Context: an optimization exercise on an open-source flow, tuned for small area, a short achievable clock period and few clock cycles per item. The choices shown serve that exercise and are no tape-out recipe. Where RTL was checked, it was by simulation tests only, not by an equivalence proof against the original. No driver is modelled on the clock port, so clock power and skew are understated where the tree is cut down; a real chip needs a root buffer or a tree. No activity file was given, so power comes from the tool's default toggle rates.

==> module sys, before the edit <==
module sys (
	clk,
	reset,
	addr,
	din,
	dout,
	req,
	wr,
	rdy,
	seed0,
	seed1,
	seed2,
	seed3,
	range
);
input           clk, reset;
input   [63:0]  din;
output  [63:0]  dout;
output  [63:0]  addr;
input   [63:0]  seed0, seed1, seed2, seed3;
output          req;
output          wr;
input           rdy;
input   [63:0]  range;
reg     [63:0]  s0, s1, s2, s3;      
reg             wr_n;                
reg     [3:0]   k_n;                 
reg             rr;                  
reg     [15:0]  h;                   
reg     [18:0]  xc;                  
localparam [15:0] X0 = 16'h0404;
localparam [15:0] X1 = 16'h0808;
localparam [15:0] X2 = 16'h0ef1;
localparam [15:0] X3 = 16'h1010;
localparam [15:0] X4 = 16'h1ae5;
localparam [15:0] X5 = 16'h1de2;
localparam [15:0] X6 = 16'h2020;
localparam [15:0] X7 = 16'h2b2b;
localparam [15:0] X8 = 16'h35ca;
localparam [15:0] X9 = 16'h4040;
localparam [15:0] X10 = 16'h43bc;
localparam [15:0] X11 = 16'h46b9;
localparam [15:0] X12 = 16'h4d4d;
localparam [15:0] X13 = 16'h5353;
localparam [15:0] X14 = 16'h5656;
localparam [15:0] X15 = 16'h5959;
localparam [15:0] X16 = 16'h5ca3;
localparam [15:0] X17 = 16'h728d;
localparam [15:0] X18 = 16'h7887;
reg     [63:0]  addr_r;
reg     [63:0]  dout_r;
reg             req_r;
reg             wr_r;
reg     [6:0]   gq;                  
wire    [63:0]  xpat;
assign xpat[0] = xc[7];
assign xpat[1] = xc[0];
assign xpat[2] = xc[16];
assign xpat[3] = xc[10];
assign xpat[4] = xc[14];
assign xpat[5] = xc[1];
assign xpat[6] = xc[11];
assign xpat[7] = xc[18];
assign xpat[8] = xc[13];
assign xpat[9] = xc[3];
assign xpat[10] = xc[17];
assign xpat[11] = xc[2];
assign xpat[12] = xc[15];
assign xpat[13] = xc[6];
assign xpat[14] = xc[4];
assign xpat[15] = xc[5];
assign xpat[16] = xc[0];
assign xpat[17] = xc[16];
assign xpat[18] = xc[10];
assign xpat[19] = xc[14];
assign xpat[20] = xc[1];
assign xpat[21] = xc[11];
assign xpat[22] = xc[18];
assign xpat[23] = xc[13];
assign xpat[24] = xc[3];
assign xpat[25] = xc[17];
assign xpat[26] = xc[2];
assign xpat[27] = xc[15];
assign xpat[28] = xc[6];
assign xpat[29] = xc[4];
assign xpat[30] = xc[5];
assign xpat[31] = xc[12];
assign xpat[32] = xc[16];
assign xpat[33] = xc[10];
assign xpat[34] = xc[14];
assign xpat[35] = xc[1];
assign xpat[36] = xc[11];
assign xpat[37] = xc[18];
assign xpat[38] = xc[13];
assign xpat[39] = xc[3];
assign xpat[40] = xc[17];
assign xpat[41] = xc[2];
assign xpat[42] = xc[15];
assign xpat[43] = xc[6];
assign xpat[44] = xc[4];
assign xpat[45] = xc[5];
assign xpat[46] = xc[12];
assign xpat[47] = xc[9];
assign xpat[48] = xc[10];
assign xpat[49] = xc[14];
assign xpat[50] = xc[1];
assign xpat[51] = xc[11];
assign xpat[52] = xc[18];
assign xpat[53] = xc[13];
assign xpat[54] = xc[3];
assign xpat[55] = xc[17];
assign xpat[56] = xc[2];
assign xpat[57] = xc[15];
assign xpat[58] = xc[6];
assign xpat[59] = xc[4];
assign xpat[60] = xc[5];
assign xpat[61] = xc[12];
assign xpat[62] = xc[9];
assign xpat[63] = xc[8];
wire    [63:0]  cur;
genvar          i;
integer         c;
generate
	for (i = 0; i < 4; i = i + 1) begin : g_cur
		assign cur[16*i +: 16] =
			(s0[16*i +: 16] & {16{h[4*i]}})   | (s1[16*i +: 16] & {16{h[4*i+1]}}) |
			(s2[16*i +: 16] & {16{h[4*i+2]}}) | (s3[16*i +: 16] & {16{h[4*i+3]}});
	end
endgenerate
wire    [63:0]  carry;
generate
	for (i = 0; i < 64; i = i + 1) begin : g_carry
		if (i < 8)
			assign carry[i] = &{1'b1, din[i - i%8 +: 8] | (8'hff << (i%8))};
		else
			assign carry[i] = &gq[i/8-1:0] & &(din[i - i%8 +: 8] | (8'hff << (i%8)));
	end
	for (i = 0; i < 7; i = i + 1) begin : g_gq
		always @(posedge clk)
			gq[i] <= &din[8*i+7:8*i];
	end
endgenerate
always @(posedge clk) begin
	if (reset) begin
		s0 <= seed0;
		s1 <= seed1;
		s2 <= seed2;
		s3 <= seed3;
	end
	if (reset) begin
		wr_n <= 1'b0;
		k_n  <= 4'd0;
	end
	else if (rdy) begin
		wr_n <= ~wr_n;
		if (!wr_n && h[3])
			k_n <= k_n + 4'd1;
	end
	rr     <= ~reset & rdy & ~wr_n;
	for (c = 0; c < 4; c = c + 1)
		if (reset)
			h[4*c +: 4] <= 4'b0001;
		else if (rr)
			h[4*c +: 4] <= {h[4*c +: 3], h[4*c+3]};
	xc[0] <= X0[k_n];
	xc[1] <= X1[k_n];
	xc[2] <= X2[k_n];
	xc[3] <= X3[k_n];
	xc[4] <= X4[k_n];
	xc[5] <= X5[k_n];
	xc[6] <= X6[k_n];
	xc[7] <= X7[k_n];
	xc[8] <= X8[k_n];
	xc[9] <= X9[k_n];
	xc[10] <= X10[k_n];
	xc[11] <= X11[k_n];
	xc[12] <= X12[k_n];
	xc[13] <= X13[k_n];
	xc[14] <= X14[k_n];
	xc[15] <= X15[k_n];
	xc[16] <= X16[k_n];
	xc[17] <= X17[k_n];
	xc[18] <= X18[k_n];
	req_r  <= ~reset;
	wr_r   <= wr_n;
	addr_r <= (cur ^ xpat) & range;
	dout_r <= din ^ carry;
end
assign req  = req_r;
assign wr   = wr_r;
assign addr = addr_r;
assign dout = dout_r;
endmodule
Settings: LEC_CHECK=0, CAP_MARGIN=20, CORE_MARGIN=2, CORE_UTILIZATION=65, PLACE_DENSITY=0.8, SETUP_SLACK_MARGIN=1.75, SLEW_MARGIN=20; clock period 3.2 ns.
standard.sh (not shown) runs the stock make flow with config.mk's settings and CLKGATE_MAP_FILE= SYNTH_SCRIPT=/design/flow/synth_recipe.tcl, a recipe that flattens the netlist after the stock synthesis.
==> flow/flow/run.sh <==
#!/bin/bash
# Standard ORFS layout with two changes:
#  - port buffers are buf_1 cells (buffer_ports otherwise picks
#    clkdlybuf4s50_1, a slow delay cell);
#  - the clock tree is built by flow/cts.tcl (two buffer levels) instead of
#    TritonCTS (three levels), which lowers the clock latency.
# Each step's full output goes to make_<step>.log here; ORFS's own logs are
# under orfs/logs.
set -euo pipefail
here=$(pwd)
export CTREE_TCL=$here/flow/ctree.tcl
export PULL_TCL=$here/flow/pull.tcl
A=(BUFFER_PORTS_ARGS="-buffer_cell sky130_fd_sc_hd__buf_1")
bash standard.sh "${A[@]}" place > make_place.log 2>&1
bash standard.sh "${A[@]}" run RUN_SCRIPT="$here/flow/cts.tcl" RUN_LOG_NAME_STEM=4_1_cts > make_cts.log 2>&1
bash standard.sh "${A[@]}" finish > make_finish.log 2>&1
Other scripts of this flow, unchanged in this note and not shown: flow/flow/ctree.tcl, flow/flow/cts.tcl, flow/flow/pull.tcl
Testbench counts at the start, summed over its fixed seeds: cycles 128,027, items 16,000.
==> next run, changes <==
--- a/flow/design.v
+++ b/flow/design.v
@@ -50,9 +50,8 @@
 reg     [63:0]  addr_r;
 reg     [63:0]  dout_r;
 reg             req_r;
 reg             wr_r;
-reg     [6:0]   gq;                  
 wire    [63:0]  xpat;
 assign xpat[0] = xc[7];
 assign xpat[1] = xc[0];
 assign xpat[2] = xc[16];
@@ -129,16 +128,12 @@
 endgenerate
 wire    [63:0]  carry;
 generate
 	for (i = 0; i < 64; i = i + 1) begin : g_carry
-		if (i < 8)
-			assign carry[i] = &{1'b1, din[i - i%8 +: 8] | (8'hff << (i%8))};
+		if (i == 0)
+			assign carry[i] = 1'b1;
 		else
-			assign carry[i] = &gq[i/8-1:0] & &(din[i - i%8 +: 8] | (8'hff << (i%8)));
-	end
-	for (i = 0; i < 7; i = i + 1) begin : g_gq
-		always @(posedge clk)
-			gq[i] <= &din[8*i+7:8*i];
+			assign carry[i] = &din[i-1:0];
 	end
 endgenerate
 always @(posedge clk) begin
 	if (reset) begin
Outcome: Die area shrinks by 1.9%. Setup slack is worse by 0.56 ns. Global-route usage grows by 0.70 points. Critical path depth grows by 7. Wire length grows by 14%. Worst hold slack is better by 0.0070 ns. Utilization grows by 5.9 points. Via count grows by 1.6%. Total power grows by 2.3%. Cell count shrinks by 0.89%.
No functional check of the RTL was part of the second run of this note. In every run of this note, the design's own scripts or RTL, not TritonCTS, make the clock network.

[afterwards: timing with drivers on the ports]
The results above use ideal ports. As a check the final layouts listed here were re-extracted and re-timed, cells and wires unchanged. Step 1, drivers: a clkbuf_16 drives clk and a buf_2 each remaining input, both assumed. Step 2 also shifts input and output timing later by t, the mid clock arrival at the registers, as if the neighbouring blocks saw the same clock. Slacks: no drivers / after step 1 / after step 2; pairs: no drivers / after step 1.
run	t (ns)	setup WS [ns]	hold slack, ns
the first run	0.431	1.749 / 1.642 / 1.428	0.401 / 0.386 / 0.401
the second run	0.438	1.191 / 1.224 / 0.786	0.408 / 0.381 / 0.408
After both steps setup and hold are still met in every run listed. For the second run, which loses most, drivers alone change the setup slack by +0.033 ns; drivers and shift together by -0.405 ns.
